Context: an optimization exercise on an open-source flow, tuned for a short achievable clock period and few clock cycles. The choices shown serve that exercise and are no tape-out recipe.
Function was checked by simulation only, so behaviour that the tests miss may differ from the original.
Power and IR drop assume default switching activity.

==> flow/design.v (outline; a module is shown in full before it is edited, if it fits) <==
// module mul_csa: 1462 lines
// module pfx_add: 29 lines
// module cpu: 784 lines
module cpu(	input clock,
			input reset,
			output 	[31:0] PC_out,
			input  	[31:0] instr_in,
			output 	[31:0] data_addr,
			output ren,
			output wen,
			output 	[31:0] data_out,
			input 	[31:0] data_in,
			output 	[3:0]  byte_select,
			input memReady
			);
  // ...
==> flow/flow/run.sh <==
#!/bin/bash
# Own layout flow: the standard synthesis unchanged, then ORFS from floorplan to
# finish with a tighter setup repair target (the design's SDC is unchanged; only
# repair_timing's margin is raised) and buf_4 cells as the port buffers.
set -euo pipefail
bash standard.sh synth > synth_make.log 2>&1
bash standard.sh finish SETUP_SLACK_MARGIN=14.8 TNS_END_PERCENT=100 \
  "BUFFER_PORTS_ARGS=-buffer_cell sky130_fd_sc_hd__buf_4" > layout_make.log 2>&1
==> flow/standard.sh <==
#!/bin/bash
# synth_recipe.tcl (not shown) runs the flow's synth.tcl, then flattens the netlist and writes it again
# the make line also repeats each setting of config.mk as NAME=value (left out here)
make -C /OpenROAD-flow-scripts/flow DESIGN_CONFIG=/design/flow/config.mk WORK_HOME=/design/flow/orfs CLKGATE_MAP_FILE= SYNTH_SCRIPT=/design/flow/synth_recipe.tcl "${@:-finish}"
==> flow/config.mk <==
export PLATFORM = sky130hd
export DESIGN_NAME = cpu
export DESIGN_NICKNAME = cpu
export VERILOG_FILES = /design/flow/design.v
export SDC_FILE = /design/flow/constraint.sdc
export NUM_CORES = 8
export LEC_CHECK = 0
export ABC_CLOCK_PERIOD_IN_PS = 5000
export CAP_MARGIN = 20
export CORE_MARGIN = 2
export CORE_UTILIZATION = 50
export SLEW_MARGIN = 20
==> flow/constraint.sdc <==
create_clock -name core_clock -period 20.0 [get_ports {clock}]
set_input_delay 4.0000 -clock core_clock [delete_from_list [all_inputs] [get_ports {clock}]]
set_output_delay 4.0000 -clock core_clock [all_outputs]
set_load 0.01 [all_outputs]
==> metrics.yaml, run 1 <==
power:
  pg_clk_mw: 10.9
  switchingPower_mw: 14.6
routing:
  wl_met1_um: 506000
  routed_via_density: 7.23
  vias: 239000
die:
  core_sq_um: 585000
  dieWidth_um: 770
synthesis:
  seq_area_frac_synth: 0.522
  synth_seq_cells: 5213
  yosysTopAreaCell: "edfxtp_1"
  netlist_instances: 24700
  synth_top_family_by_area: "multiplexers"
  synth-edff-count: 4732
critical_path:
  cp_cell_sequence: "buf_6"
  cp-startpoint: "q0_addr[1]"
  worstReg2RegEnd: "x_ms[31]"
  cp-end-kind: "output port"
sta:
  fin_crit_sh: 0.297
  rsz0062_at_grt: "true"
  final.min_clock_period_ns: 5.93
clock_network:
  root_buffer: "clkbuf_16"
  cts_max_level: 6
  cts_hold_buf: 0
cells_and_area:
  post-route-util: 0.580
  top_regs: "dc_data: 1024 flops, rf: 992 flops, dc_tag: 800 flops"
outcome:
  status: "complete, no violations"
placed_design:
  hpwl_um: 898000
  port_buffers: 168
global_route:
  grt_use_met1: 0.593
  grt_max_degree: 114
Testbench counts, summed over its fixed seeds: cycles 94,842.
==> module cpu, before the edit <==
module cpu(	input clock,
			input reset,
			output 	[31:0] PC_out,
			input  	[31:0] instr_in,
			output 	[31:0] data_addr,
			output ren,
			output wen,
			output 	[31:0] data_out,
			input 	[31:0] data_in,
			output 	[3:0]  byte_select,
			input memReady
			);
localparam BTB_N = 32;
reg [31:0] pc_f1;
reg [15:2] pc_bt;    
reg        f2_v;
reg [31:0] f2_pc, f2_pnpc;
reg        f2_bhit;
reg [1:0]  f2_bctr;
reg        f2_ptk;      
reg        s_v;
reg [31:0] s_ir, s_pc, s_pnpc;
reg [31:1] s_s1oh, s_s2oh;
reg        s_bhit;
reg [1:0]  s_bctr;
reg        d_v;
reg [31:0] d_ir, d_pc, d_pnpc;
reg [31:1] d_s1oh, d_s2oh;   
reg        d_w1, d_w2;       
reg        d_l1, d_l2;       
reg        d_bhit;
reg [1:0]  d_bctr;
reg        x_v;
reg [31:0] x_pc, x_a, x_b, x_imm, x_link, x_btgt, x_pnpc;
reg [4:0]  x_rs1, x_rs2, x_rd;
reg        x_use1, x_use2, x_wr;
reg        x_selpc, x_selimm, x_zeroa;
reg [2:0]  x_f3;
reg        x_sub, x_sra;
reg        x_isadd;          
reg        x_br, x_jal, x_jalr, x_mul, x_mulph;
reg        x_ptaken, x_tgtok, x_bhit, x_ret;
reg [1:0]  x_bctr;
reg [31:0] x_ms, x_mc;
reg        x_l1, x_l2;       
reg [31:0] rf [1:31];
reg [31:1] rf_ok;            
reg        w_v;
reg [4:0]  w_rd;
reg [31:0] w_res;
reg [31:0] ld_pend;
reg        q0_v, q0_ld, q0_st, q0_dp;
reg [31:0] q0_addr, q0_data;
reg [3:0]  q0_bsel;
reg [4:0]  q0_rd;
reg [2:0]  q0_f3;
reg        q1_v, q1_ld, q1_st, q1_dp;
reg [31:0] q1_addr, q1_data;
reg [3:0]  q1_bsel;
reg [4:0]  q1_rd;
reg [2:0]  q1_f3;
reg        o_v;
reg [4:0]  o_rd;
reg [2:0]  o_f3;
reg [1:0]  o_a;
reg [24:0] dc_tag  [0:31];
reg [3:0]  dc_bv   [0:31];
reg [31:0] dc_data [0:31];
reg        x_ld, x_st;
reg [31:0] x_addr;
reg [3:0]  x_bsel;
reg [2:0]  x_lf3;
reg [4:0]  x_idx;            
reg [31:0] x_ioh;            
reg        q0_fill, q1_fill, o_fill, ld_fill;    
reg [29:0] o_w, ld_w;
reg        pf_v;             
reg [29:0] pf_w;
reg [31:0] ld_raw;
reg        ld_v;
reg [4:0]  ld_rd;
reg [31:0] ldr;
reg        btb_v   [0:BTB_N-1];
reg [7:0]  btb_tag [0:BTB_N-1];
reg [13:0] btb_tgt [0:BTB_N-1];    
reg [1:0]  btb_ctr [0:BTB_N-1];
reg        btb_ret [0:BTB_N-1];
reg [15:2] ras   [0:7];     
reg        ras_v [0:7];
reg [2:0]  ras_sp;
assign PC_out      = pc_f1;
assign data_addr   = q0_addr;
reg ren_q, wen_q;    
assign ren         = ren_q;
assign wen         = wen_q;
assign data_out    = q0_data;
assign byte_select = q0_bsel;
wire [31:0] ras_top  = {d_pc[31:16], ras[ras_sp], 2'b00};
wire        ras_topv = ras_v[ras_sp];
wire [4:0]  f1_idx  = pc_bt[6:2];
wire        f1_bhit = btb_v[f1_idx] & (btb_tag[f1_idx] == pc_bt[14:7]);
wire [1:0]  f1_bctr = btb_ctr[f1_idx];
wire        f1_take = f1_bhit & f1_bctr[1];
wire [31:0] f1_seq;
wire        f1_seq_co;
pfx_add add_f1seq(.a(pc_f1), .b(32'd4), .cin(1'b0), .s(f1_seq), .co(f1_seq_co));
wire        f1_useras = btb_ret[f1_idx] & ras_topv;
wire [31:0] f1_pnpc = f1_take ? (f1_useras ? ras_top : {pc_f1[31:16], btb_tgt[f1_idx], 2'b00}) : f1_seq;
wire [6:0] d_op  = d_ir[6:0];
wire [2:0] d_f3  = d_ir[14:12];
wire [4:0] d_rd  = d_ir[11:7];
wire [4:0] d_rs1 = d_ir[19:15];
wire [4:0] d_rs2 = d_ir[24:20];
wire d_lui   = (d_op == 7'b0110111);
wire d_auipc = (d_op == 7'b0010111);
wire d_jal   = (d_op == 7'b1101111);
wire d_jalr  = (d_op == 7'b1100111);
wire d_br    = (d_op == 7'b1100011);
wire d_ld    = (d_op == 7'b0000011);
wire d_st    = (d_op == 7'b0100011);
wire d_opi   = (d_op == 7'b0010011);
wire d_opr   = (d_op == 7'b0110011);
wire d_mul   = d_opr & (d_ir[31:25] == 7'b0000001);
wire d_mem   = d_ld | d_st;
wire d_use1  = d_jalr | d_br | d_ld | d_st | d_opi | d_opr;
wire d_use2  = d_br | d_st | d_opr;
wire d_wr    = (d_lui | d_auipc | d_jal | d_jalr | d_ld | d_opi | d_opr) & (d_rd != 5'd0);
wire [31:0] imm_i = {{20{d_ir[31]}}, d_ir[31:20]};
wire [31:0] imm_s = {{20{d_ir[31]}}, d_ir[31:25], d_ir[11:7]};
wire [31:0] imm_b = {{19{d_ir[31]}}, d_ir[31], d_ir[7], d_ir[30:25], d_ir[11:8], 1'b0};
wire [31:0] imm_u = {d_ir[31:12], 12'b0};
wire [31:0] imm_j = {{11{d_ir[31]}}, d_ir[31], d_ir[19:12], d_ir[20], d_ir[30:21], 1'b0};
wire [31:0] d_imm  = (d_lui | d_auipc) ? imm_u : imm_i;
wire [31:0] d_aimm = d_st ? imm_s : imm_i;
wire [31:0] d_link, d_btgt, d_jtgt;
wire        d_link_co, d_btgt_co, d_jtgt_co;
pfx_add add_dlink(.a(d_pc), .b(32'd4), .cin(1'b0), .s(d_link), .co(d_link_co));
pfx_add add_dbtgt(.a(d_pc), .b(imm_b), .cin(1'b0), .s(d_btgt), .co(d_btgt_co));
pfx_add add_djtgt(.a(d_pc), .b(imm_j), .cin(1'b0), .s(d_jtgt), .co(d_jtgt_co));
reg [31:0] rf1, rf2;
integer ki;
always @(*) begin
	rf1 = 32'd0;
	rf2 = 32'd0;
	for (ki = 1; ki < 32; ki = ki + 1) begin
		rf1 = rf1 | ({32{d_s1oh[ki] & rf_ok[ki]}} & rf[ki]);
		rf2 = rf2 | ({32{d_s2oh[ki] & rf_ok[ki]}} & rf[ki]);
	end
	rf1[8] = rf1[8] | (d_s1oh[2] & ~rf_ok[2]);
	rf2[8] = rf2[8] | (d_s2oh[2] & ~rf_ok[2]);
end
wire        ld_wr = ld_v & (ld_rd != 5'd0);
wire        ldm1  = ld_v & d_l1;
wire        ldm2  = ld_v & d_l2;
wire        x_done;         
wire        x_wen;          
wire [31:0] x_res;
wire        xm1 = x_wen & (x_rd == d_rs1);
wire        xm2 = x_wen & (x_rd == d_rs2);
wire        wm1   = w_v & d_w1;
wire        wm2   = w_v & d_w2;
wire [31:0] rs1_nox = wm1 ? w_res : (ldm1 ? ldr : rf1);
wire [31:0] rs2_nox = wm2 ? w_res : (ldm2 ? ldr : rf2);
wire [31:0] d_a = xm1 ? x_res : rs1_nox;
wire [31:0] d_b = xm2 ? x_res : rs2_nox;
wire [31:0] inA, inB;
wire [31:0] d_addr_r, d_addr_x;
wire        d_addr_co, d_addrx_co;
pfx_add add_agu(.a(rs1_nox), .b(d_aimm), .cin(1'b0), .s(d_addr_r), .co(d_addr_co));
wire [31:0] csa_s = inA ^ inB ^ d_aimm;
wire [31:0] csa_c = {(inA[30:0] & inB[30:0]) | (inA[30:0] & d_aimm[30:0]) | (inB[30:0] & d_aimm[30:0]), 1'b0};
pfx_add add_agux(.a(csa_s), .b(csa_c), .cin(1'b0), .s(d_addr_x), .co(d_addrx_co));
wire        d_xadd = x_v & x_isadd & (x_rd == d_rs1);
wire [31:0] d_addr = d_xadd ? d_addr_x : d_addr_r;
wire [4:0]  d_idx  = d_addr[6:2] ^ d_addr[11:7] ^ d_addr[16:12];
wire [31:0] d_ioh  = 32'd1 << d_idx;
reg  [3:0]  d_bsel;
always @(*) begin
	case (d_f3[1:0])
		2'b00:   d_bsel = 4'b0001 << d_addr[1:0];
		2'b01:   d_bsel = d_addr[1] ? 4'b1100 : 4'b0011;
		default: d_bsel = 4'b1111;
	endcase
end
wire x_wrpend = x_v & x_wr;    
wire pend1 = ld_pend[d_rs1] & ~ldm1;
wire pend2 = ld_pend[d_rs2] & ~ldm2;
wire pendd = ld_pend[d_rd] & ~(ld_wr & (ld_rd == d_rd));
wire haz_base = d_mem & (pend1 | (x_wrpend & (x_rd == d_rs1) & (d_rs1 != 5'd0) & ~x_isadd));
wire d_rdsrc  = (d_use1 & (d_rs1 == d_rd)) | (d_use2 & (d_rs2 == d_rd));
wire haz_waw  = d_wr & (pendd | (x_v & x_ld & (x_rd == d_rd))) & ~(d_rdsrc & ~d_mem);
wire x_stall;
wire x_redirect;
wire [31:0] x_target;
wire d_stall = x_stall | haz_base | haz_waw;
wire d_adv   = d_v & ~d_stall & ~x_redirect;
wire d_ctl      = d_br | d_jal | d_jalr;
wire d_link_rd  = (d_rd == 5'd1) | (d_rd == 5'd5);
wire d_link_rs  = (d_rs1 == 5'd1) | (d_rs1 == 5'd5);
wire d_call     = (d_jal | d_jalr) & d_link_rd;
wire d_ret      = d_jalr & d_link_rs & ~d_link_rd;
wire d_bad_seq  = ~d_ctl & (d_pnpc != d_link);
wire d_bad_jal  = d_jal & (d_pnpc != d_jtgt);
wire d_bad_ret  = d_ret & ras_topv & (d_pnpc != ras_top);
wire d_redirect = d_v & ~x_redirect & (d_bad_seq | d_bad_jal | d_bad_ret);
wire [31:0] d_target = d_jal ? d_jtgt : (d_ret ? ras_top : d_link);
wire xl1 = ld_v & x_l1;
wire xl2 = ld_v & x_l2;
wire x_wait = (x_use1 & ld_pend[x_rs1] & ~xl1) | (x_use2 & ld_pend[x_rs2] & ~xl2);
wire [31:0] xa = x_a;
wire [31:0] xb = x_b;
assign x_stall = x_v & (x_wait | (x_mul & ~x_mulph) | ((x_ld | x_st) & q1_v));
assign x_done  = x_v & ~x_stall;
wire [29:0] x_w      = x_addr[31:2];
reg  [31:0] dc_tagm;
integer ti;
always @(*)
	for (ti = 0; ti < 32; ti = ti + 1)
		dc_tagm[ti] = (dc_tag[ti] == x_w[29:5]);
reg  [31:0] dcw;
reg  [3:0]  x_bvr;
integer ri2;
always @(*) begin
	dcw   = 32'd0;
	x_bvr = 4'd0;
	for (ri2 = 0; ri2 < 32; ri2 = ri2 + 1) begin
		dcw   = dcw   | ({32{x_ioh[ri2]}} & dc_data[ri2]);
		x_bvr = x_bvr | ({4{x_ioh[ri2]}} & dc_bv[ri2]);
	end
end
wire        x_tagok  = |(x_ioh & dc_tagm);
wire        x_hit    = x_tagok & ((x_bvr & x_bsel) == x_bsel);
reg  [31:0] dc_al;
always @(*) begin
	case (x_lf3)
		3'd0: case (x_addr[1:0])
				2'd0: dc_al = {{24{dcw[7]}},  dcw[7:0]};
				2'd1: dc_al = {{24{dcw[15]}}, dcw[15:8]};
				2'd2: dc_al = {{24{dcw[23]}}, dcw[23:16]};
				default: dc_al = {{24{dcw[31]}}, dcw[31:24]};
			endcase
		3'd4: case (x_addr[1:0])
				2'd0: dc_al = {24'd0, dcw[7:0]};
				2'd1: dc_al = {24'd0, dcw[15:8]};
				2'd2: dc_al = {24'd0, dcw[23:16]};
				default: dc_al = {24'd0, dcw[31:24]};
			endcase
		3'd1: dc_al = x_addr[1] ? {{16{dcw[31]}}, dcw[31:16]} : {{16{dcw[15]}}, dcw[15:0]};
		3'd5: dc_al = x_addr[1] ? {16'd0, dcw[31:16]} : {16'd0, dcw[15:0]};
		default: dc_al = dcw;
	endcase
end
assign x_wen   = x_done & x_wr;
wire   x_push  = x_done & (x_st | (x_ld & ~x_hit));
wire   st_upd  = x_done & x_st;
wire [29:0] x_pw;                       
wire        x_pw_co;
pfx_add #(30, 5) add_pw(.a(x_w), .b(30'd0), .cin(1'b1), .s(x_pw), .co(x_pw_co));
reg         pfc_v;
reg  [29:0] pfc_w;
wire [4:0]  pfc_idx = pfc_w[4:0] ^ pfc_w[9:5] ^ pfc_w[14:10];
wire        pfc_in  = (dc_tag[pfc_idx] == pfc_w[29:5]) & (dc_bv[pfc_idx] == 4'hf);
wire        pf_req  = pfc_v & ~pfc_in;
always @(posedge clock or negedge reset) begin
	if (reset == 1'b0)
		pfc_v <= 1'b0;
	else
		pfc_v <= x_done & x_ld;
end
always @(posedge clock)
	pfc_w <= x_pw;
assign inA = x_selpc ? x_pc : (x_zeroa ? 32'd0 : xa);
assign inB = x_selimm ? x_imm : xb;
wire [31:0] sum, cmp_d;
wire        sum_co, cmp_co;
pfx_add add_alu(.a(inA), .b(x_sub ? ~inB : inB), .cin(x_sub), .s(sum), .co(sum_co));
pfx_add add_cmp(.a(inA), .b(~inB), .cin(1'b1), .s(cmp_d), .co(cmp_co));
wire        ltu  = ~cmp_co;
wire        lt   = (inA[31] ^ inB[31]) ? inA[31] : ltu;
wire [31:0] sll  = inA << inB[4:0];
wire [31:0] srx  = (inA >> inB[4:0]) | ((x_sra & inA[31]) ? ~(32'hffffffff >> inB[4:0]) : 32'd0);
reg [31:0] alu;
always @(*) begin
	case (x_f3)
		3'd0: alu = sum;
		3'd1: alu = sll;
		3'd2: alu = {31'd0, lt};
		3'd3: alu = {31'd0, ltu};
		3'd4: alu = inA ^ inB;
		3'd5: alu = srx;
		3'd6: alu = inA | inB;
		default: alu = inA & inB;
	endcase
end
wire [31:0] ms, mc;
mul_csa mul_tree(.a(xa), .b(xb), .s(ms), .c(mc));
wire [31:0] mul_res;
wire        mul_co;
pfx_add add_mul(.a(x_ms), .b(x_mc), .cin(1'b0), .s(mul_res), .co(mul_co));
assign x_res = x_ld ? dc_al : (x_mul ? mul_res : ((x_jal | x_jalr) ? x_link : alu));
wire beq  = (xa == xb);
wire [31:0] bcmp_d;
wire        bcmp_co;
pfx_add add_bcmp(.a(xa), .b(~xb), .cin(1'b1), .s(bcmp_d), .co(bcmp_co));
wire bltu = ~bcmp_co;
wire blt  = (xa[31] ^ xb[31]) ? xa[31] : bltu;
reg  btaken;
always @(*) begin
	case (x_f3)
		3'd0: btaken = beq;
		3'd1: btaken = ~beq;
		3'd4: btaken = blt;
		3'd5: btaken = ~blt;
		3'd6: btaken = bltu;
		3'd7: btaken = ~bltu;
		default: btaken = 1'b0;
	endcase
end
wire [31:0] jalr_s;
wire        jalr_co;
pfx_add add_jalr(.a(xa), .b(x_imm), .cin(1'b0), .s(jalr_s), .co(jalr_co));
wire [31:0] jalr_t = jalr_s & 32'hfffffffe;
wire br_mis   = x_br & (btaken ? ~(x_ptaken & x_tgtok) : x_ptaken);
wire jalr_mis = x_jalr & (jalr_t != x_pnpc);
assign x_redirect = x_done & (br_mis | jalr_mis);
assign x_target   = x_jalr ? jalr_t : (btaken ? x_btgt : x_link);
wire        bt_upd   = x_done & (x_br | x_jal | x_jalr);
wire        bt_taken = x_jal | x_jalr | btaken;
wire [31:0] bt_tgt   = x_jalr ? jalr_t : x_btgt;
wire [4:0]  bt_idx   = x_pc[6:2];
reg  [1:0]  bt_ctr;
always @(*) begin
	if (x_jal | x_jalr)      bt_ctr = 2'd3;
	else if (btaken)         bt_ctr = x_bhit ? ((x_bctr == 2'd3) ? 2'd3 : x_bctr + 2'd1) : 2'd2;
	else                     bt_ctr = (x_bctr == 2'd0) ? 2'd0 : x_bctr - 2'd1;
end
wire q_acc   = q0_v & ~q0_dp & memReady;
wire arrive  = o_v & memReady;
reg [31:0] ld_al;
always @(*) begin
	case (o_f3)
		3'd0: case (o_a)
				2'd0: ld_al = {{24{data_in[7]}},  data_in[7:0]};
				2'd1: ld_al = {{24{data_in[15]}}, data_in[15:8]};
				2'd2: ld_al = {{24{data_in[23]}}, data_in[23:16]};
				default: ld_al = {{24{data_in[31]}}, data_in[31:24]};
			endcase
		3'd4: case (o_a)
				2'd0: ld_al = {24'd0, data_in[7:0]};
				2'd1: ld_al = {24'd0, data_in[15:8]};
				2'd2: ld_al = {24'd0, data_in[23:16]};
				default: ld_al = {24'd0, data_in[31:24]};
			endcase
		3'd1: ld_al = o_a[1] ? {{16{data_in[31]}}, data_in[31:16]} : {{16{data_in[15]}}, data_in[15:0]};
		3'd5: ld_al = o_a[1] ? {16'd0, data_in[31:16]} : {16'd0, data_in[15:0]};
		default: ld_al = data_in;
	endcase
end
reg  [31:0] x_sd;
always @(*) begin
	case (x_lf3[1:0])
		2'b00:   x_sd = {4{x_b[7:0]}};
		2'b01:   x_sd = {2{x_b[15:0]}};
		default: x_sd = x_b;
	endcase
end
wire        n_dp  = x_st & ld_pend[x_rs2] & ~xl2;
wire [4:0]  n_rd  = x_st ? x_rs2 : x_rd;
wire        q0_cap = q0_dp & ld_v & (ld_rd == q0_rd);
wire        q1_cap = q1_dp & ld_v & (ld_rd == q1_rd);
reg  [31:0] q0_dnew, q1_dnew;
always @(*) begin
	case (q0_f3[1:0])
		2'b00:   q0_dnew = {4{ldr[7:0]}};
		2'b01:   q0_dnew = {2{ldr[15:0]}};
		default: q0_dnew = ldr;
	endcase
	case (q1_f3[1:0])
		2'b00:   q1_dnew = {4{ldr[7:0]}};
		2'b01:   q1_dnew = {2{ldr[15:0]}};
		default: q1_dnew = ldr;
	endcase
end
wire [31:0] q0_dc  = q0_cap ? q0_dnew : q0_data;
wire [31:0] q1_dc  = q1_cap ? q1_dnew : q1_data;
wire        q0_dpc = q0_dp & ~q0_cap;
wire        q1_dpc = q1_dp & ~q1_cap;
wire        q_shift = ~q0_v | q_acc;    
wire d_take   = ~d_v | d_adv;
wire        f2_isjal = (instr_in[6:0] == 7'b1101111);
wire [11:0] f2_jlo   = {instr_in[20], instr_in[30:21], 1'b0};
wire        f2_jsgn  = instr_in[31];
wire        f2_small = (instr_in[19:12] == {8{f2_jsgn}}) & (instr_in[20] == f2_jsgn);
wire [12:0] f2_lo    = {1'b0, f2_pc[11:0]} + {1'b0, f2_jlo};
wire [19:0] f2_hi0   = f2_pc[31:12];
wire [19:0] f2_hip, f2_him;
wire        f2_hip_co, f2_him_co;
pfx_add #(20, 5) add_f2hip(.a(f2_pc[31:12]), .b(20'd0), .cin(1'b1), .s(f2_hip), .co(f2_hip_co));
pfx_add #(20, 5) add_f2him(.a(f2_pc[31:12]), .b(20'hfffff), .cin(1'b0), .s(f2_him), .co(f2_him_co));
wire [19:0] f2_hi    = f2_jsgn ? (f2_lo[12] ? f2_hi0 : f2_him) : (f2_lo[12] ? f2_hip : f2_hi0);
wire [31:0] f2_jt    = {f2_hi, f2_lo[11:0]};
wire        f2_redir = f2_v & f2_isjal & f2_small & ~f2_ptk;
wire [31:0] f2_pn    = f2_redir ? f2_jt : f2_pnpc;
wire d_take_p = ~d_v | ~d_stall;
wire [31:0] in_d1   = 32'd1 << instr_in[19:15];
wire [31:0] in_d2   = 32'd1 << instr_in[24:20];
wire [31:1] in_s1oh = in_d1[31:1];
wire [31:1] in_s2oh = in_d2[31:1];
wire [4:0]  n_rs1   = d_take_p ? (s_v ? s_ir[19:15] : instr_in[19:15]) : d_rs1;
wire [4:0]  n_rs2   = d_take_p ? (s_v ? s_ir[24:20] : instr_in[24:20]) : d_rs2;
always @(posedge clock) begin
	d_w1 <= (n_rs1 == x_rd);
	d_w2 <= (n_rs2 == x_rd);
	d_l1 <= (n_rs1 == o_rd) & (o_rd != 5'd0);
	d_l2 <= (n_rs2 == o_rd) & (o_rd != 5'd0);
end      
wire s_v_nx_p = (s_v & ~d_take_p) | (f2_v & (s_v | ~d_take_p));
wire s_v_next = (s_v & ~d_take) | (f2_v & (s_v | ~d_take));
wire issue    = ~s_v_next;
wire d_from_s = d_take & s_v;
always @(posedge clock or negedge reset) begin
	if (reset == 1'b0) begin
		pc_f1 <= 32'd0;
		pc_bt <= 14'h3fff;
		f2_v  <= 1'b0;
		s_v   <= 1'b0;
		d_v   <= 1'b0;
	end else if (x_redirect) begin
		pc_f1 <= x_target;
		pc_bt <= x_target[15:2];
		f2_v  <= 1'b0;
		s_v   <= 1'b0;
		d_v   <= 1'b0;
	end else if (d_redirect) begin
		pc_f1 <= d_target;
		pc_bt <= d_target[15:2];
		f2_v  <= 1'b0;
		s_v   <= 1'b0;
		if (d_adv)
			d_v <= 1'b0;
	end else if (f2_redir) begin
		pc_f1 <= f2_jt;
		pc_bt <= f2_jt[15:2];
		f2_v  <= 1'b0;
		if (d_take)
			d_v <= s_v | f2_v;
		s_v  <= s_v_next;
	end else begin
		if (d_take)
			d_v <= s_v | f2_v;
		s_v  <= s_v_next;
		f2_v <= issue;
		if (issue) begin
			pc_f1 <= f1_pnpc;
			pc_bt <= f1_pnpc[15:2];
		end
	end
end
always @(posedge clock) begin
	if (d_take_p) begin
		if (s_v) begin
			d_ir   <= s_ir;
			d_s1oh <= s_s1oh;
			d_s2oh <= s_s2oh;
			d_pc   <= s_pc;
			d_pnpc <= s_pnpc;
			d_bhit <= s_bhit;
			d_bctr <= s_bctr;
		end else begin
			d_ir   <= instr_in;
			d_s1oh <= in_s1oh;
			d_s2oh <= in_s2oh;
			d_pc   <= f2_pc;
			d_pnpc <= f2_pn;
			d_bhit <= f2_bhit;
			d_bctr <= f2_bctr;
		end
	end else if (d_redirect) begin
		d_pnpc <= d_target;
	end
	if (f2_v & ((d_take_p & s_v) | ~d_take_p)) begin
		s_ir   <= instr_in;
		s_s1oh <= in_s1oh;
		s_s2oh <= in_s2oh;
		s_pc   <= f2_pc;
		s_pnpc <= f2_pn;
		s_bhit <= f2_bhit;
		s_bctr <= f2_bctr;
	end
	if (~s_v_nx_p) begin
		f2_pc   <= pc_f1;
		f2_pnpc <= f1_pnpc;
		f2_bhit <= f1_bhit;
		f2_bctr <= f1_bctr;
		f2_ptk  <= f1_take;
	end
end
always @(posedge clock or negedge reset) begin
	if (reset == 1'b0) begin
		x_v     <= 1'b0;
		x_mulph <= 1'b0;
	end else if (x_stall) begin
		if (x_mul & ~x_wait)
			x_mulph <= 1'b1;
	end else begin
		x_v     <= d_adv;
		x_mulph <= 1'b0;
	end
end
wire [4:0] x_rs1_n = x_stall ? x_rs1 : d_rs1;
wire [4:0] x_rs2_n = x_stall ? x_rs2 : d_rs2;
wire       ca1 = (o_rd == x_rs1_n) & (o_rd != 5'd0);
wire       ca2 = (o_rd == x_rs2_n) & (o_rd != 5'd0);
always @(posedge clock) begin
	x_l1 <= ca1;
	x_l2 <= ca2;
	if (arrive & ca1)
		x_a <= ld_al;
	else if (~x_stall)
		x_a <= d_a;
	if (arrive & ca2)
		x_b <= ld_al;
	else if (~x_stall)
		x_b <= d_b;
	if (x_stall) begin
		if (x_mul & ~x_wait) begin
			x_ms <= ms;
			x_mc <= mc;
		end
	end else begin
		x_pc    <= d_pc;
		x_imm   <= d_imm;
		x_link  <= d_link;
		x_btgt  <= d_jal ? d_jtgt : d_btgt;
		x_pnpc  <= d_pnpc;
		x_rs1   <= d_rs1;
		x_rs2   <= d_rs2;
		x_rd    <= d_rd;
		x_use1  <= d_use1 & ~d_mem;
		x_use2  <= d_use2 & ~d_mem;
		x_wr    <= d_wr;
		x_ld    <= d_ld;
		x_st    <= d_st;
		x_addr  <= d_addr;
		x_idx   <= d_idx;
		x_ioh   <= d_ioh;
		x_bsel  <= d_bsel;
		x_lf3   <= d_f3;
		x_selpc <= d_auipc;
		x_zeroa <= d_lui;
		x_selimm <= ~(d_opr | d_br);
		x_f3    <= (d_opi | d_opr | d_br) ? d_f3 : 3'd0;
		x_sub   <= d_opr & d_ir[30];
		x_isadd <= d_wr & ((d_opi & (d_f3 == 3'd0)) | (d_opr & (d_f3 == 3'd0) & ~d_ir[30] & ~d_mul) | d_lui | d_auipc);
		x_sra   <= d_ir[30];
		x_br    <= d_br;
		x_jal   <= d_jal;
		x_jalr  <= d_jalr;
		x_mul   <= d_mul;
		x_ptaken <= (d_pnpc != d_link);
		x_tgtok  <= (d_pnpc == d_btgt);
		x_bhit  <= d_bhit;
		x_bctr  <= d_bctr;
		x_ret   <= d_ret;
	end
end
always @(posedge clock or negedge reset) begin
	if (reset == 1'b0)
		w_v <= 1'b0;
	else
		w_v <= x_wen;
end
always @(posedge clock) begin
	w_rd  <= x_rd;
	w_res <= x_res;
end
integer ri;
always @(posedge clock) begin
	for (ri = 1; ri < 32; ri = ri + 1) begin
		if (w_v & (w_rd == ri))
			rf[ri] <= w_res;
		else if (ld_v & (ld_rd == ri))
			rf[ri] <= ldr;
	end
end
integer vi;
always @(posedge clock or negedge reset) begin
	if (reset == 1'b0) begin
		rf_ok <= 31'd0;
	end else begin
		for (vi = 1; vi < 32; vi = vi + 1)
			if ((w_v & (w_rd == vi)) | (ld_v & (ld_rd == vi)))
				rf_ok[vi] <= 1'b1;
	end
end
integer pi;
always @(posedge clock or negedge reset) begin
	if (reset == 1'b0) begin
		ld_pend <= 32'd0;
	end else begin
		for (pi = 1; pi < 32; pi = pi + 1) begin
			if (x_push & x_ld & (x_rd == pi))
				ld_pend[pi] <= 1'b1;
			else if (ld_v & (ld_rd == pi))
				ld_pend[pi] <= 1'b0;
		end
		ld_pend[0] <= 1'b0;
	end
end
always @(posedge clock or negedge reset) begin
	if (reset == 1'b0) begin
		q0_v <= 1'b0;
		q1_v <= 1'b0;
	end else if (q_shift) begin
		q0_v <= q1_v | x_push | pf_v;
		q1_v <= (q1_v | pf_v) & x_push;
	end else if (x_push) begin
		q1_v <= 1'b1;
	end
end
wire q0_v_n  = q_shift ? (q1_v | x_push | pf_v) : q0_v;
wire q0_ld_n = q_shift ? (q1_v ? q1_ld : (~pf_v ? x_ld : 1'b1)) : q0_ld;
wire q0_st_n = q_shift ? (q1_v ? q1_st : (~pf_v ? x_st : 1'b0)) : q0_st;
wire q0_dp_n = q_shift ? (q1_v ? q1_dpc : (~pf_v ? n_dp : 1'b0)) : q0_dpc;
always @(posedge clock or negedge reset) begin
	if (reset == 1'b0) begin
		ren_q <= 1'b0;
		wen_q <= 1'b0;
	end else begin
		ren_q <= q0_v_n & q0_ld_n;
		wen_q <= q0_v_n & q0_st_n & ~q0_dp_n;
	end
end
wire q0_fill_c = q0_fill & ~(st_upd & (q0_addr[31:2] == x_w));
wire q1_fill_c = q1_fill & ~(st_upd & (q1_addr[31:2] == x_w));
wire o_fill_c  = o_fill  & ~(st_upd & (o_w == x_w));
wire pf_take = q_shift & ~q1_v & pf_v;
always @(posedge clock or negedge reset) begin
	if (reset == 1'b0)
		pf_v <= 1'b0;
	else if (pf_req)
		pf_v <= 1'b1;
	else if (pf_take | (st_upd & (x_w == pf_w)))
		pf_v <= 1'b0;
end
always @(posedge clock)
	if (pf_req)
		pf_w <= pfc_w;
always @(posedge clock) begin
	if (q_shift) begin
		q0_fill <= q1_v ? q1_fill_c : ~(pf_v & st_upd & (pf_w == x_w));
		q1_fill <= 1'b1;
	end else begin
		q0_fill <= q0_fill_c;
		q1_fill <= q1_v ? q1_fill_c : 1'b1;
	end
	if (q_shift) begin
		if (q1_v) begin
			q0_ld <= q1_ld; q0_st <= q1_st; q0_addr <= q1_addr; q0_data <= q1_dc;
			q0_bsel <= q1_bsel; q0_rd <= q1_rd; q0_f3 <= q1_f3; q0_dp <= q1_dpc;
			q1_ld <= x_ld; q1_st <= x_st; q1_addr <= x_addr; q1_data <= x_sd;
			q1_bsel <= x_bsel; q1_rd <= n_rd; q1_f3 <= x_lf3; q1_dp <= n_dp;
		end else if (~pf_v) begin
			q0_ld <= x_ld; q0_st <= x_st; q0_addr <= x_addr; q0_data <= x_sd;
			q0_bsel <= x_bsel; q0_rd <= n_rd; q0_f3 <= x_lf3; q0_dp <= n_dp;
		end else begin
			q0_ld <= 1'b1; q0_st <= 1'b0; q0_addr <= {pf_w, 2'b00};
			q0_rd <= 5'd0; q0_f3 <= 3'd2; q0_dp <= 1'b0;
			q1_ld <= x_ld; q1_st <= x_st; q1_addr <= x_addr; q1_data <= x_sd;
			q1_bsel <= x_bsel; q1_rd <= n_rd; q1_f3 <= x_lf3; q1_dp <= n_dp;
		end
	end else begin
		q0_data <= q0_dc;
		q0_dp   <= q0_dpc;
		if (~q1_v) begin
			q1_ld <= x_ld; q1_st <= x_st; q1_addr <= x_addr; q1_data <= x_sd;
			q1_bsel <= x_bsel; q1_rd <= n_rd; q1_f3 <= x_lf3; q1_dp <= n_dp;
		end else begin
			q1_data <= q1_dc;
			q1_dp   <= q1_dpc;
		end
	end
end
always @(posedge clock or negedge reset) begin
	if (reset == 1'b0) begin
		o_v  <= 1'b0;
		ld_v <= 1'b0;
	end else begin
		if (q_acc & q0_ld)
			o_v <= 1'b1;
		else if (arrive)
			o_v <= 1'b0;
		ld_v <= arrive;
	end
end
always @(posedge clock) begin
	if (q_acc & q0_ld) begin
		o_w  <= q0_addr[31:2];
		o_fill <= q0_fill_c;
		o_rd <= q0_rd;
		o_f3 <= q0_f3;
		o_a  <= q0_addr[1:0];
	end else begin
		o_fill <= o_fill_c;
	end
	ld_rd <= o_rd;
	ldr   <= ld_al;
	ld_raw <= data_in;
	ld_w   <= o_w;
	ld_fill <= o_fill_c;
end
wire [4:0] fill_idx = ld_w[4:0] ^ ld_w[9:5] ^ ld_w[14:10];
wire       fill_ok  = ld_v & ld_fill & ~(st_upd & (x_idx == fill_idx));
integer ci;
always @(posedge clock or negedge reset) begin
	if (reset == 1'b0) begin
		for (ci = 0; ci < 32; ci = ci + 1)
			dc_bv[ci] <= 4'd0;
	end else begin
		if (fill_ok)
			dc_bv[fill_idx] <= 4'hf;
		if (st_upd) begin
			if (n_dp)
				dc_bv[x_idx] <= x_tagok ? (dc_bv[x_idx] & ~x_bsel) : dc_bv[x_idx];
			else
				dc_bv[x_idx] <= x_tagok ? (dc_bv[x_idx] | x_bsel) : x_bsel;
		end
	end
end
always @(posedge clock) begin
	if (fill_ok) begin
		dc_tag[fill_idx]  <= ld_w[29:5];
		dc_data[fill_idx] <= ld_raw;
	end
	if (st_upd & ~n_dp) begin
		dc_tag[x_idx] <= x_w[29:5];
		if (x_bsel[0]) dc_data[x_idx][7:0]   <= x_sd[7:0];
		if (x_bsel[1]) dc_data[x_idx][15:8]  <= x_sd[15:8];
		if (x_bsel[2]) dc_data[x_idx][23:16] <= x_sd[23:16];
		if (x_bsel[3]) dc_data[x_idx][31:24] <= x_sd[31:24];
	end
end
wire ras_upd = d_adv;
integer ai;
always @(posedge clock or negedge reset) begin
	if (reset == 1'b0) begin
		ras_sp <= 3'd0;
		for (ai = 0; ai < 8; ai = ai + 1)
			ras_v[ai] <= 1'b0;
	end else if (ras_upd) begin
		if (d_call) begin
			ras_v[ras_sp + 3'd1] <= 1'b1;
			ras_sp <= ras_sp + 3'd1;
		end else if (d_ret) begin
			ras_sp <= ras_sp - 3'd1;
		end
	end
end
always @(posedge clock) begin
	if (ras_upd & d_call)
		ras[ras_sp + 3'd1] <= d_link[15:2];
end
integer bi;
always @(posedge clock or negedge reset) begin
	if (reset == 1'b0) begin
		for (bi = 0; bi < BTB_N; bi = bi + 1)
			btb_v[bi] <= 1'b0;
	end else if (bt_upd & bt_taken) begin
		btb_v[bt_idx] <= 1'b1;
	end
end
always @(posedge clock) begin
	if (bt_upd) begin
		if (bt_taken) begin
			btb_tag[bt_idx] <= x_pc[14:7];
			btb_tgt[bt_idx] <= bt_tgt[15:2];
			btb_ctr[bt_idx] <= bt_ctr;
			btb_ret[bt_idx] <= x_ret;
		end else if (x_bhit) begin
			btb_ctr[bt_idx] <= bt_ctr;
		end
	end
end
endmodule
==> inputs of run 2 (changes only) <==
--- a/flow/design.v
+++ b/flow/design.v
@@ -1,3 +1,3 @@
-module mul_csa(input [31:0] a, input [31:0] b, output [31:0] s, output [31:0] c);
+module mul_csa4(input [31:0] a, input [31:0] b, output [31:0] r0, output [31:0] r1, output [31:0] r2, output [31:0] r3);
 wire p1 = a[0] & b[0];
 wire p2 = a[0] & b[1];
@@ -1340,124 +1340,14 @@
 wire s1339 = c1220 ^ c1222 ^ c1224;
 wire c1340 = (c1220 & c1222) | (c1220 & c1224) | (c1222 & c1224);
-wire s1341 = p7 ^ p8;
-wire c1342 = p7 & p8;
-wire s1343 = s1231 ^ p13 ^ p14;
-wire c1344 = (s1231 & p13) | (s1231 & p14) | (p13 & p14);
-wire s1345 = s1233 ^ s1235 ^ p21;
-wire c1346 = (s1233 & s1235) | (s1233 & p21) | (s1235 & p21);
-wire s1347 = s1237 ^ s1239 ^ c1234;
-wire c1348 = (s1237 & s1239) | (s1237 & c1234) | (s1239 & c1234);
-wire s1349 = s1241 ^ s1243 ^ c1238;
-wire c1350 = (s1241 & s1243) | (s1241 & c1238) | (s1243 & c1238);
-wire s1351 = s1245 ^ s1247 ^ c1242;
-wire c1352 = (s1245 & s1247) | (s1245 & c1242) | (s1247 & c1242);
-wire s1353 = s1249 ^ s1251 ^ c1246;
-wire c1354 = (s1249 & s1251) | (s1249 & c1246) | (s1251 & c1246);
-wire s1355 = s1253 ^ s1255 ^ c1250;
-wire c1356 = (s1253 & s1255) | (s1253 & c1250) | (s1255 & c1250);
-wire s1357 = s1257 ^ s1259 ^ c1254;
-wire c1358 = (s1257 & s1259) | (s1257 & c1254) | (s1259 & c1254);
-wire s1359 = s1261 ^ s1263 ^ c1258;
-wire c1360 = (s1261 & s1263) | (s1261 & c1258) | (s1263 & c1258);
-wire s1361 = s1265 ^ s1267 ^ c1262;
-wire c1362 = (s1265 & s1267) | (s1265 & c1262) | (s1267 & c1262);
-wire s1363 = s1269 ^ s1271 ^ c1266;
-wire c1364 = (s1269 & s1271) | (s1269 & c1266) | (s1271 & c1266);
-wire s1365 = s1273 ^ s1275 ^ c1270;
-wire c1366 = (s1273 & s1275) | (s1273 & c1270) | (s1275 & c1270);
-wire s1367 = s1277 ^ s1279 ^ c1274;
-wire c1368 = (s1277 & s1279) | (s1277 & c1274) | (s1279 & c1274);
-wire s1369 = s1281 ^ s1283 ^ c1278;
-wire c1370 = (s1281 & s1283) | (s1281 & c1278) | (s1283 & c1278);
-wire s1371 = s1285 ^ s1287 ^ c1282;
-wire c1372 = (s1285 & s1287) | (s1285 & c1282) | (s1287 & c1282);
-wire s1373 = s1289 ^ s1291 ^ c1286;
-wire c1374 = (s1289 & s1291) | (s1289 & c1286) | (s1291 & c1286);
-wire s1375 = s1293 ^ s1295 ^ c1290;
-wire c1376 = (s1293 & s1295) | (s1293 & c1290) | (s1295 & c1290);
-wire s1377 = s1297 ^ s1299 ^ c1294;
-wire c1378 = (s1297 & s1299) | (s1297 & c1294) | (s1299 & c1294);
-wire s1379 = s1301 ^ s1303 ^ c1298;
-wire c1380 = (s1301 & s1303) | (s1301 & c1298) | (s1303 & c1298);
-wire s1381 = s1305 ^ s1307 ^ c1302;
-wire c1382 = (s1305 & s1307) | (s1305 & c1302) | (s1307 & c1302);
-wire s1383 = s1309 ^ s1311 ^ c1306;
-wire c1384 = (s1309 & s1311) | (s1309 & c1306) | (s1311 & c1306);
-wire s1385 = s1313 ^ s1315 ^ c1310;
-wire c1386 = (s1313 & s1315) | (s1313 & c1310) | (s1315 & c1310);
-wire s1387 = s1317 ^ s1319 ^ c1314;
-wire c1388 = (s1317 & s1319) | (s1317 & c1314) | (s1319 & c1314);
-wire s1389 = s1321 ^ s1323 ^ c1318;
-wire c1390 = (s1321 & s1323) | (s1321 & c1318) | (s1323 & c1318);
-wire s1391 = s1325 ^ s1327 ^ c1322;
-wire c1392 = (s1325 & s1327) | (s1325 & c1322) | (s1327 & c1322);
-wire s1393 = s1329 ^ s1331 ^ c1326;
-wire c1394 = (s1329 & s1331) | (s1329 & c1326) | (s1331 & c1326);
-wire s1395 = s1333 ^ s1335 ^ c1330;
-wire c1396 = (s1333 & s1335) | (s1333 & c1330) | (s1335 & c1330);
-wire s1397 = s1337 ^ s1339 ^ c1334;
-wire c1398 = (s1337 & s1339) | (s1337 & c1334) | (s1339 & c1334);
-wire s1399 = p4 ^ p5;
-wire c1400 = p4 & p5;
-wire s1401 = s1341 ^ p9 ^ p10;
-wire c1402 = (s1341 & p9) | (s1341 & p10) | (p9 & p10);
-wire s1403 = s1343 ^ p15 ^ c1342;
-wire c1404 = (s1343 & p15) | (s1343 & c1342) | (p15 & c1342);
-wire s1405 = s1345 ^ c1232 ^ c1344;
-wire c1406 = (s1345 & c1232) | (s1345 & c1344) | (c1232 & c1344);
-wire s1407 = s1347 ^ c1236 ^ c1346;
-wire c1408 = (s1347 & c1236) | (s1347 & c1346) | (c1236 & c1346);
-wire s1409 = s1349 ^ c1240 ^ c1348;
-wire c1410 = (s1349 & c1240) | (s1349 & c1348) | (c1240 & c1348);
-wire s1411 = s1351 ^ c1244 ^ c1350;
-wire c1412 = (s1351 & c1244) | (s1351 & c1350) | (c1244 & c1350);
-wire s1413 = s1353 ^ c1248 ^ c1352;
-wire c1414 = (s1353 & c1248) | (s1353 & c1352) | (c1248 & c1352);
-wire s1415 = s1355 ^ c1252 ^ c1354;
-wire c1416 = (s1355 & c1252) | (s1355 & c1354) | (c1252 & c1354);
-wire s1417 = s1357 ^ c1256 ^ c1356;
-wire c1418 = (s1357 & c1256) | (s1357 & c1356) | (c1256 & c1356);
-wire s1419 = s1359 ^ c1260 ^ c1358;
-wire c1420 = (s1359 & c1260) | (s1359 & c1358) | (c1260 & c1358);
-wire s1421 = s1361 ^ c1264 ^ c1360;
-wire c1422 = (s1361 & c1264) | (s1361 & c1360) | (c1264 & c1360);
-wire s1423 = s1363 ^ c1268 ^ c1362;
-wire c1424 = (s1363 & c1268) | (s1363 & c1362) | (c1268 & c1362);
-wire s1425 = s1365 ^ c1272 ^ c1364;
-wire c1426 = (s1365 & c1272) | (s1365 & c1364) | (c1272 & c1364);
-wire s1427 = s1367 ^ c1276 ^ c1366;
-wire c1428 = (s1367 & c1276) | (s1367 & c1366) | (c1276 & c1366);
-wire s1429 = s1369 ^ c1280 ^ c1368;
-wire c1430 = (s1369 & c1280) | (s1369 & c1368) | (c1280 & c1368);
-wire s1431 = s1371 ^ c1284 ^ c1370;
-wire c1432 = (s1371 & c1284) | (s1371 & c1370) | (c1284 & c1370);
-wire s1433 = s1373 ^ c1288 ^ c1372;
-wire c1434 = (s1373 & c1288) | (s1373 & c1372) | (c1288 & c1372);
-wire s1435 = s1375 ^ c1292 ^ c1374;
-wire c1436 = (s1375 & c1292) | (s1375 & c1374) | (c1292 & c1374);
-wire s1437 = s1377 ^ c1296 ^ c1376;
-wire c1438 = (s1377 & c1296) | (s1377 & c1376) | (c1296 & c1376);
-wire s1439 = s1379 ^ c1300 ^ c1378;
-wire c1440 = (s1379 & c1300) | (s1379 & c1378) | (c1300 & c1378);
-wire s1441 = s1381 ^ c1304 ^ c1380;
-wire c1442 = (s1381 & c1304) | (s1381 & c1380) | (c1304 & c1380);
-wire s1443 = s1383 ^ c1308 ^ c1382;
-wire c1444 = (s1383 & c1308) | (s1383 & c1382) | (c1308 & c1382);
-wire s1445 = s1385 ^ c1312 ^ c1384;
-wire c1446 = (s1385 & c1312) | (s1385 & c1384) | (c1312 & c1384);
-wire s1447 = s1387 ^ c1316 ^ c1386;
-wire c1448 = (s1387 & c1316) | (s1387 & c1386) | (c1316 & c1386);
-wire s1449 = s1389 ^ c1320 ^ c1388;
-wire c1450 = (s1389 & c1320) | (s1389 & c1388) | (c1320 & c1388);
-wire s1451 = s1391 ^ c1324 ^ c1390;
-wire c1452 = (s1391 & c1324) | (s1391 & c1390) | (c1324 & c1390);
-wire s1453 = s1393 ^ c1328 ^ c1392;
-wire c1454 = (s1393 & c1328) | (s1393 & c1392) | (c1328 & c1392);
-wire s1455 = s1395 ^ c1332 ^ c1394;
-wire c1456 = (s1395 & c1332) | (s1395 & c1394) | (c1332 & c1394);
-wire s1457 = s1397 ^ c1336 ^ c1396;
-wire c1458 = (s1397 & c1336) | (s1397 & c1396) | (c1336 & c1396);
-assign s = {s1457, s1455, s1453, s1451, s1449, s1447, s1445, s1443, s1441, s1439, s1437, s1435, s1433, s1431, s1429, s1427, s1425, s1423, s1421, s1419, s1417, s1415, s1413, s1411, s1409, s1407, s1405, s1403, s1401, s1399, p2, p1};
-assign c = {c1456, c1454, c1452, c1450, c1448, c1446, c1444, c1442, c1440, c1438, c1436, c1434, c1432, c1430, c1428, c1426, c1424, c1422, c1420, c1418, c1416, c1414, c1412, c1410, c1408, c1406, c1404, c1402, c1400, p6, p3, 1'b0};
+assign r0 = {s1337, s1333, s1329, s1325, s1321, s1317, s1313, s1309, s1305, s1301, s1297, s1293, s1289, s1285, s1281, s1277, s1273, s1269, s1265, s1261, s1257, s1253, s1249, s1245, s1241, s1237, s1233, s1231, p7, p4, p2, p1};
+assign r1 = {s1339, s1335, s1331, s1327, s1323, s1319, s1315, s1311, s1307, s1303, s1299, s1295, s1291, s1287, s1283, s1279, s1275, s1271, s1267, s1263, s1259, s1255, s1251, s1247, s1243, s1239, s1235, p13, p8, p5, p3, 1'b0};
+assign r2 = {c1334, c1330, c1326, c1322, c1318, c1314, c1310, c1306, c1302, c1298, c1294, c1290, c1286, c1282, c1278, c1274, c1270, c1266, c1262, c1258, c1254, c1250, c1246, c1242, c1238, c1234, p21, p14, p9, p6, 1'b0, 1'b0};
+assign r3 = {c1336, c1332, c1328, c1324, c1320, c1316, c1312, c1308, c1304, c1300, c1296, c1292, c1288, c1284, c1280, c1276, c1272, c1268, c1264, c1260, c1256, c1252, c1248, c1244, c1240, c1236, c1232, p15, p10, 1'b0, 1'b0, 1'b0};
+endmodule
+module csa_4to2(input [31:0] r0, input [31:0] r1, input [31:0] r2, input [31:0] r3, output [31:0] s, output [31:0] c);
+wire [31:0] s1 = r0 ^ r1 ^ r2;
+wire [31:0] c1 = {(r0[30:0] & r1[30:0]) | (r0[30:0] & r2[30:0]) | (r1[30:0] & r2[30:0]), 1'b0};
+assign s = s1 ^ c1 ^ r3;
+assign c = {(s1[30:0] & c1[30:0]) | (s1[30:0] & r3[30:0]) | (c1[30:0] & r3[30:0]), 1'b0};
 endmodule
 module pfx_add #(parameter W = 32, parameter L = 5) (
@@ -1512,4 +1402,5 @@
 reg        s_v;
 reg [31:0] s_ir, s_pc, s_pnpc;
+reg        s_jfix;           
 reg [31:1] s_s1oh, s_s2oh;
 reg        s_bhit;
@@ -1517,4 +1408,5 @@
 reg        d_v;
 reg [31:0] d_ir, d_pc, d_pnpc;
+reg        d_jfix;
 reg [31:1] d_s1oh, d_s2oh;   
 reg        d_w1, d_w2;       
@@ -1530,8 +1422,14 @@
 reg        x_sub, x_sra;
 reg        x_isadd;          
-reg        x_br, x_jal, x_jalr, x_mul, x_mulph;
+reg        x_br, x_jal, x_jalr, x_mul;
 reg        x_ptaken, x_tgtok, x_bhit, x_ret;
 reg [1:0]  x_bctr;
-reg [31:0] x_ms, x_mc;
+reg [31:0] x_m0, x_m1, x_m2, x_m3;    
+reg        m_v;              
+reg [4:0]  m_rd;
+reg        w2_v;             
+reg [4:0]  w2_rd;
+reg [31:0] w2_res;
+reg        d_v1, d_v2;       
 reg        x_l1, x_l2;       
 reg [31:0] rf [1:31];
@@ -1580,11 +1478,13 @@
 reg        ras_v [0:7];
 reg [2:0]  ras_sp;
+reg [31:0] addr_out_q, data_out_q;
+reg [3:0]  bsel_out_q;
 assign PC_out      = pc_f1;
-assign data_addr   = q0_addr;
+assign data_addr   = addr_out_q;
 reg ren_q, wen_q;    
 assign ren         = ren_q;
 assign wen         = wen_q;
-assign data_out    = q0_data;
-assign byte_select = q0_bsel;
+assign data_out    = data_out_q;
+assign byte_select = bsel_out_q;
 wire [31:0] ras_top  = {d_pc[31:16], ras[ras_sp], 2'b00};
 wire        ras_topv = ras_v[ras_sp];
@@ -1651,8 +1551,13 @@
 wire        wm1   = w_v & d_w1;
 wire        wm2   = w_v & d_w2;
+wire        w2m1  = w2_v & d_v1;
+wire        w2m2  = w2_v & d_v2;
 wire [31:0] rs1_nox = wm1 ? w_res : (ldm1 ? ldr : rf1);
 wire [31:0] rs2_nox = wm2 ? w_res : (ldm2 ? ldr : rf2);
-wire [31:0] d_a = xm1 ? x_res : rs1_nox;
-wire [31:0] d_b = xm2 ? x_res : rs2_nox;
+wire [31:0] m_res;
+wire        mm1   = m_v & d_w1;
+wire        mm2   = m_v & d_w2;
+wire [31:0] d_a = xm1 ? x_res : (mm1 ? m_res : ((w2m1 & ~wm1) ? w2_res : rs1_nox));
+wire [31:0] d_b = xm2 ? x_res : (mm2 ? m_res : ((w2m2 & ~wm2) ? w2_res : rs2_nox));
 wire [31:0] inA, inB;
 wire [31:0] d_addr_r, d_addr_x;
@@ -1684,5 +1589,7 @@
 wire x_redirect;
 wire [31:0] x_target;
-wire d_stall = x_stall | haz_base | haz_waw;
+wire haz_mul  = (x_v & x_mul & x_wr & ((d_use1 & (x_rd == d_rs1)) | (d_use2 & (x_rd == d_rs2)))) |
+                (d_mem & ((m_v & (m_rd == d_rs1)) | (w2_v & (w2_rd == d_rs1))));
+wire d_stall = x_stall | haz_base | haz_waw | haz_mul;
 wire d_adv   = d_v & ~d_stall & ~x_redirect;
 wire d_ctl      = d_br | d_jal | d_jalr;
@@ -1692,5 +1599,5 @@
 wire d_ret      = d_jalr & d_link_rs & ~d_link_rd;
 wire d_bad_seq  = ~d_ctl & (d_pnpc != d_link);
-wire d_bad_jal  = d_jal & (d_pnpc != d_jtgt);
+wire d_bad_jal  = d_jal & ~d_jfix & (d_pnpc != d_jtgt);
 wire d_bad_ret  = d_ret & ras_topv & (d_pnpc != ras_top);
 wire d_redirect = d_v & ~x_redirect & (d_bad_seq | d_bad_jal | d_bad_ret);
@@ -1701,5 +1608,5 @@
 wire [31:0] xa = x_a;
 wire [31:0] xb = x_b;
-assign x_stall = x_v & (x_wait | (x_mul & ~x_mulph) | ((x_ld | x_st) & q1_v));
+assign x_stall = x_v & (x_wait | ((x_ld | x_st) & q1_v));
 assign x_done  = x_v & ~x_stall;
 wire [29:0] x_w      = x_addr[31:2];
@@ -1742,5 +1649,5 @@
 	endcase
 end
-assign x_wen   = x_done & x_wr;
+assign x_wen   = x_done & x_wr & ~x_mul;
 wire   x_push  = x_done & (x_st | (x_ld & ~x_hit));
 wire   st_upd  = x_done & x_st;
@@ -1784,10 +1691,12 @@
 	endcase
 end
-wire [31:0] ms, mc;
-mul_csa mul_tree(.a(xa), .b(xb), .s(ms), .c(mc));
+wire [31:0] mr0, mr1, mr2, mr3, ms, mc;
+mul_csa4 mul_tree(.a(xa), .b(xb), .r0(mr0), .r1(mr1), .r2(mr2), .r3(mr3));
+csa_4to2 mul_last(.r0(x_m0), .r1(x_m1), .r2(x_m2), .r3(x_m3), .s(ms), .c(mc));
 wire [31:0] mul_res;
+assign m_res = mul_res;
 wire        mul_co;
-pfx_add add_mul(.a(x_ms), .b(x_mc), .cin(1'b0), .s(mul_res), .co(mul_co));
-assign x_res = x_ld ? dc_al : (x_mul ? mul_res : ((x_jal | x_jalr) ? x_link : alu));
+pfx_add add_mul(.a(ms), .b(mc), .cin(1'b0), .s(mul_res), .co(mul_co));
+assign x_res = x_ld ? dc_al : ((x_jal | x_jalr) ? x_link : alu);
 wire beq  = (xa == xb);
 wire [31:0] bcmp_d;
@@ -1883,5 +1792,6 @@
 wire        f2_jsgn  = instr_in[31];
 wire        f2_small = (instr_in[19:12] == {8{f2_jsgn}}) & (instr_in[20] == f2_jsgn);
-wire [12:0] f2_lo    = {1'b0, f2_pc[11:0]} + {1'b0, f2_jlo};
+wire [12:0] f2_lo;
+pfx_add #(12, 4) add_f2lo(.a(f2_pc[11:0]), .b(f2_jlo), .cin(1'b0), .s(f2_lo[11:0]), .co(f2_lo[12]));
 wire [19:0] f2_hi0   = f2_pc[31:12];
 wire [19:0] f2_hip, f2_him;
@@ -1892,5 +1802,4 @@
 wire [31:0] f2_jt    = {f2_hi, f2_lo[11:0]};
 wire        f2_redir = f2_v & f2_isjal & f2_small & ~f2_ptk;
-wire [31:0] f2_pn    = f2_redir ? f2_jt : f2_pnpc;
 wire d_take_p = ~d_v | ~d_stall;
 wire [31:0] in_d1   = 32'd1 << instr_in[19:15];
@@ -1903,4 +1812,6 @@
 	d_w1 <= (n_rs1 == x_rd);
 	d_w2 <= (n_rs2 == x_rd);
+	d_v1 <= (n_rs1 == m_rd);
+	d_v2 <= (n_rs2 == m_rd);
 	d_l1 <= (n_rs1 == o_rd) & (o_rd != 5'd0);
 	d_l2 <= (n_rs2 == o_rd) & (o_rd != 5'd0);
@@ -1912,18 +1823,12 @@
 always @(posedge clock or negedge reset) begin
 	if (reset == 1'b0) begin
-		pc_f1 <= 32'd0;
-		pc_bt <= 14'h3fff;
 		f2_v  <= 1'b0;
 		s_v   <= 1'b0;
 		d_v   <= 1'b0;
 	end else if (x_redirect) begin
-		pc_f1 <= x_target;
-		pc_bt <= x_target[15:2];
 		f2_v  <= 1'b0;
 		s_v   <= 1'b0;
 		d_v   <= 1'b0;
 	end else if (d_redirect) begin
-		pc_f1 <= d_target;
-		pc_bt <= d_target[15:2];
 		f2_v  <= 1'b0;
 		s_v   <= 1'b0;
@@ -1931,6 +1836,4 @@
 			d_v <= 1'b0;
 	end else if (f2_redir) begin
-		pc_f1 <= f2_jt;
-		pc_bt <= f2_jt[15:2];
 		f2_v  <= 1'b0;
 		if (d_take)
@@ -1942,8 +1845,16 @@
 		s_v  <= s_v_next;
 		f2_v <= issue;
-		if (issue) begin
-			pc_f1 <= f1_pnpc;
-			pc_bt <= f1_pnpc[15:2];
-		end
+	end
+end
+wire [31:0] pc_e = x_redirect ? x_target : (d_redirect ? d_target : (issue ? f1_pnpc : pc_f1));
+wire        pc_f2 = f2_redir & ~x_redirect & ~d_redirect;
+wire [31:0] pc_n = pc_f2 ? f2_jt : pc_e;
+always @(posedge clock or negedge reset) begin
+	if (reset == 1'b0) begin
+		pc_f1 <= 32'd0;
+		pc_bt <= 14'h3fff;
+	end else begin
+		pc_f1 <= pc_n;
+		pc_bt <= pc_n[15:2];
 	end
 end
@@ -1956,4 +1867,5 @@
 			d_pc   <= s_pc;
 			d_pnpc <= s_pnpc;
+			d_jfix <= s_jfix;
 			d_bhit <= s_bhit;
 			d_bctr <= s_bctr;
@@ -1963,5 +1875,6 @@
 			d_s2oh <= in_s2oh;
 			d_pc   <= f2_pc;
-			d_pnpc <= f2_pn;
+			d_pnpc <= f2_pnpc;
+			d_jfix <= f2_redir;
 			d_bhit <= f2_bhit;
 			d_bctr <= f2_bctr;
@@ -1975,5 +1888,6 @@
 		s_s2oh <= in_s2oh;
 		s_pc   <= f2_pc;
-		s_pnpc <= f2_pn;
+		s_pnpc <= f2_pnpc;
+		s_jfix <= f2_redir;
 		s_bhit <= f2_bhit;
 		s_bctr <= f2_bctr;
@@ -1988,14 +1902,8 @@
 end
 always @(posedge clock or negedge reset) begin
-	if (reset == 1'b0) begin
-		x_v     <= 1'b0;
-		x_mulph <= 1'b0;
-	end else if (x_stall) begin
-		if (x_mul & ~x_wait)
-			x_mulph <= 1'b1;
-	end else begin
-		x_v     <= d_adv;
-		x_mulph <= 1'b0;
-	end
+	if (reset == 1'b0)
+		x_v <= 1'b0;
+	else if (~x_stall)
+		x_v <= d_adv;
 end
 wire [4:0] x_rs1_n = x_stall ? x_rs1 : d_rs1;
@@ -2014,10 +1922,12 @@
 	else if (~x_stall)
 		x_b <= d_b;
-	if (x_stall) begin
-		if (x_mul & ~x_wait) begin
-			x_ms <= ms;
-			x_mc <= mc;
-		end
-	end else begin
+	x_m0 <= mr0;
+	x_m1 <= mr1;
+	x_m2 <= mr2;
+	x_m3 <= mr3;
+	m_rd <= x_rd;
+	w2_rd  <= m_rd;
+	w2_res <= m_res;
+	if (~x_stall) begin
 		x_pc    <= d_pc;
 		x_imm   <= d_imm;
@@ -2062,4 +1972,13 @@
 		w_v <= x_wen;
 end
+always @(posedge clock or negedge reset) begin
+	if (reset == 1'b0) begin
+		m_v  <= 1'b0;
+		w2_v <= 1'b0;
+	end else begin
+		m_v  <= x_done & x_mul & x_wr;
+		w2_v <= m_v;
+	end
+end
 always @(posedge clock) begin
 	w_rd  <= x_rd;
@@ -2071,4 +1990,6 @@
 		if (w_v & (w_rd == ri))
 			rf[ri] <= w_res;
+		else if (w2_v & (w2_rd == ri))
+			rf[ri] <= w2_res;
 		else if (ld_v & (ld_rd == ri))
 			rf[ri] <= ldr;
@@ -2081,5 +2002,5 @@
 	end else begin
 		for (vi = 1; vi < 32; vi = vi + 1)
-			if ((w_v & (w_rd == vi)) | (ld_v & (ld_rd == vi)))
+			if ((w_v & (w_rd == vi)) | (w2_v & (w2_rd == vi)) | (ld_v & (ld_rd == vi)))
 				rf_ok[vi] <= 1'b1;
 	end
@@ -2138,4 +2059,12 @@
 	if (pf_req)
 		pf_w <= pfc_w;
+wire [31:0] q0_addr_n = q_shift ? (q1_v ? q1_addr : (~pf_v ? x_addr : {pf_w, 2'b00})) : q0_addr;
+wire [31:0] q0_data_n = q_shift ? (q1_v ? q1_dc : x_sd) : q0_dc;
+wire [3:0]  q0_bsel_n = q_shift ? (q1_v ? q1_bsel : x_bsel) : q0_bsel;
+always @(posedge clock) begin
+	addr_out_q <= q0_v_n ? q0_addr_n : 32'd0;
+	data_out_q <= (q0_v_n & q0_st_n) ? q0_data_n : 32'd0;
+	bsel_out_q <= (q0_v_n & q0_st_n) ? q0_bsel_n : 4'd0;
+end
 always @(posedge clock) begin
 	if (q_shift) begin
--- a/flow/config.mk
+++ b/flow/config.mk
@@ -7,6 +7,6 @@
 export LEC_CHECK = 0
 export ABC_CLOCK_PERIOD_IN_PS = 5000
-export CAP_MARGIN = 20
+export CAP_MARGIN = 30
 export CORE_MARGIN = 2
-export CORE_UTILIZATION = 50
-export SLEW_MARGIN = 20
+export CORE_UTILIZATION = 40
+export SLEW_MARGIN = 30
==> run 2 against run 1 <==
- sequential share of layout area down 1.3 points
- highest routed layer unchanged
- total power shrank 5.7%
- combinational power decreased by 23%
- worst hold slack better by 0.0051 ns
- setup slack got worse by 0.060 ns
- register-to-register slack about the same
==> metrics.yaml, run 2 <==
outcome:
  status: "complete, no violations"  # unchanged
die:
  start_util: 0.401  # was 0.502
  num_rows: 321  # was 281
  dieWidth_um: 879  # was 770 um
  core_sq_um: 764000  # was 585000 sq um
  dieArea_sq_um: 772000  # was 593000 sq um
hold_path:
  hold_path_class: "flop to flop"  # unchanged
  whs_path_depth: 0  # unchanged
  whs_endpoint: "w2_res[0]"  # was ld_w[2]
synthesis:
  synth_nets: 29800  # was 25600
  yosysMostFrequentCell: "nand2_1"  # was edfxtp_1
  yosysTopAreaCell: "edfxtp_1"  # unchanged
  synth_async_sr_flop_share: 0.0544  # was 0.0560
  synth_common_cells: "5292 x nand2_1, 4639 x edfxtp_1, 2285 x o21ai_0, 2180 x clkbuf_1, 1472 x nor2_1"  # was 4732 x edfxtp_1, 2735 x nand2_1, 1983 x mux2_2, 1763 x clkbuf_1, 1710 x o21ai_0
  synth_area_per_cell_sq_um: 10.6  # was 11.9 sq um
  synth_seq_cells: 5382  # was 5213
  syn_area_sq_um: 306000  # was 293000 sq um
  netlist_instances: 28900  # was 24700
  seq_area_frac_synth: 0.508  # was 0.522
  synth-edff-count: 4639  # was 4732
  synthDistinctLibCells: 115  # was 114
  synth.top_cell.area_share: 0.455  # was 0.484
  ys_top_cells_by_area: "edfxtp_1 45%, nand2_1 6.5%, mux2i_1 4.6%"  # was edfxtp_1 48%, mux2_2 7.6%, mux4_2 4.2%
critical_path:
  reg2regPathDepth: 22  # was 19
  path_buf_inv: 1  # unchanged
  cp_cell_sequence: "buf_6"  # unchanged
  cp-end-kind: "output port"  # unchanged
  crit_type: "flop to output port"  # unchanged
  cp.required_ns: 16.00  # about the same
  critical_path.max_stage_delay_ns: 0.57  # was 0.55 ns
  reg2reg_from: "d_s1oh[13]"  # was x_a[1]
  worstReg2RegEnd: "x_addr[31]"  # was x_ms[31]
  arrival_ns: 1.99  # was 1.93 ns
  critical_path.top_delay_family: "flip-flops"  # unchanged
  timing.critical_path.depth: 1  # unchanged
  slowest_stage: "dfxtp_4"  # was edfxtp_1
routing:
  vias: 268000  # was 239000
  ant_nets: 0  # unchanged
  drt_iter0_drc: 51400  # was 45000
  drc: 0  # unchanged
  wl_per_cell_um: 40.5  # was 43.1 um
  routed_via_density: 6.79  # was 7.23
cells_and_area:
  nets: 29500  # was 25600
  final_cell_area_sq_um: 355000  # was 339000 sq um
  top_regs: "dc_data: 1024 flops, rf: 992 flops, dc_tag: 800 flops"  # unchanged
  regMostFlops: "dc_data"  # unchanged
  final_cell_mix: "4995 x nand2_1, 4639 x edfxtp_1, 2187 x o21ai_0"  # was 4732 x edfxtp_1, 2452 x nand2_1, 1975 x mux2_2
  post-route-util: 0.465  # was 0.580
  syn2layout_area_growth_pct: 16.1  # was 15.6%
sta:
  slew_headroom: 0.110  # was 0.0406
  rsz0062_at_grt: "true"  # unchanged
  final.min_clock_period_ns: 5.99  # was 5.93 ns
  setup_tns_ns: 0  # unchanged
  tightestPinTransition_ns: 1.33  # was 1.43 ns
  fin_crit_sh: 0.300  # was 0.297
  finalSetupViolations: 0  # unchanged
placed_design:
  port_buffers: 168  # unchanged
  dpl_cell_area_sq_um: 321000  # was 305000 sq um
  hpwl_um: 1030000  # was 898000 um
power:
  p_total_mw: 35.7  # was 37.8 mW
  peakVddDrop_v: 0.000120  # was 0.000123 V
clock_network:
  cts_max_level: 6  # unchanged
  clkTransAtPathRegs_ns: 0.06  # about the same
  root_buffer: "clkbuf_16"  # unchanged
  worstSkewPairLatency_ns: 1.27  # was 1.21 ns
  cts_buffers: 618  # was 588
global_route:
  grt_pass1_vias: 245000  # was 220000
  grt_first_pass_wirelength_um: 2120000  # was 1890000 um
  gr-usage-all-layers: 0.396  # was 0.463
  grt_max_degree: 110  # was 114
run:
  max-cap-violations: 0  # unchanged
## run 2: area by class of cell
cell class,instances,area (sq um)
fill,69300,408000
inverter,621,2420
timing repair inverter,1,8.76
clock inverter,301,3000
tap,10200,12700
multi-input combinational,20200,146000
sequential,5382,156000
clock buffer,834,17100
antenna,126,315
timing repair buffer,1749,18000
## run 2: worst max path at each step
stage | from | endpoint | slack, ns
2_1_floorplan | d_ir[7] | s_bctr[0] | 7.01
3_3_place_gp | x_rs2[0] | dc_tag[2][1] | 12.41
3_5_place_dp | instr_in[22] | pc_f1[30] | 12.71
4_1_cts | ren_q | ren | 14.05
5_1_grt | data_out_q[10] | data_out[10] | 14.00
6_report | data_out_q[10] | data_out[10] | 14.01
## run 2: kinds of logic (layout without fill, tap and decap cells)
family                   count (synthesis)  count (layout)  share of synthesized area
multiplexers                          2100            2100                     0.0902
AND/OR/NAND/NOR                       9260            9291                      0.134
flip-flops                            5382            5382                      0.508
AO/OA/AOI/OAI                         6401            6401                      0.135
buffers and inverters                 3327            3506                     0.0413
other                                    0             126                          0
XOR/XNOR                              1615            1616                     0.0466
adder cells (fa/ha/maj)                838             838                     0.0452
## run 2: per-stage QoR
stage,setup WS (ns),hold WS (ns),std cells
3_5_place_dp,12.71,0.373,37500
3_3_place_gp,12.41,0.371,37500
5_1_grt,14.00,0.390,39300
2_1_floorplan,7.01,0.329,28900
4_1_cts,14.05,0.381,39100
6_report,14.01,0.382,39400
## run 2: metal layers
metal  wire (um)  GRT usage  part of all wire
met5        1960     0.0117            0.0012
met4      162000      0.301              0.10
met3      237000      0.158              0.15
met2      645000      0.554              0.40
met1      551000      0.487              0.35
## run 2: report_power, final
group          internal, mW  switching (mW)
combinational          3.42            6.88
sequential             13.0           0.812
clock                  6.53            5.09
## run 2: what timing repair did
item	CTS	global route
endpoints found under the setup margin	5020	3145
setup buffers	332	206
pin swaps	213	243
gates cloned	50	23
hold buffers	0	0
resized for setup	1208	539
Testbench counts of run 2, summed over its fixed seeds: cycles 94,323.

==> port drivers added, routing unchanged <==
Ports are ideal in the flow. The routed layouts listed here were re-timed in OpenROAD.
Step 1: set_driving_cell puts a clkbuf_16 on clock and a buf_2 on each other input, an assumption about the parent block.
Step 2 times the ports against the registers' clock, not the clock port: input delays grow and output delays shrink by t, the midpoint of the rising clock arrivals with the driver on.
a / b / c = ideal / step 1 / step 2; a / b = the first two.
run | t (ns) | slack for setup (ns)
run 1 | 1.308 | 14.066 / 13.909 / 12.882
run 2 | 1.347 | 14.006 / 13.887 / 12.982
After both steps every run listed still meets setup and hold.
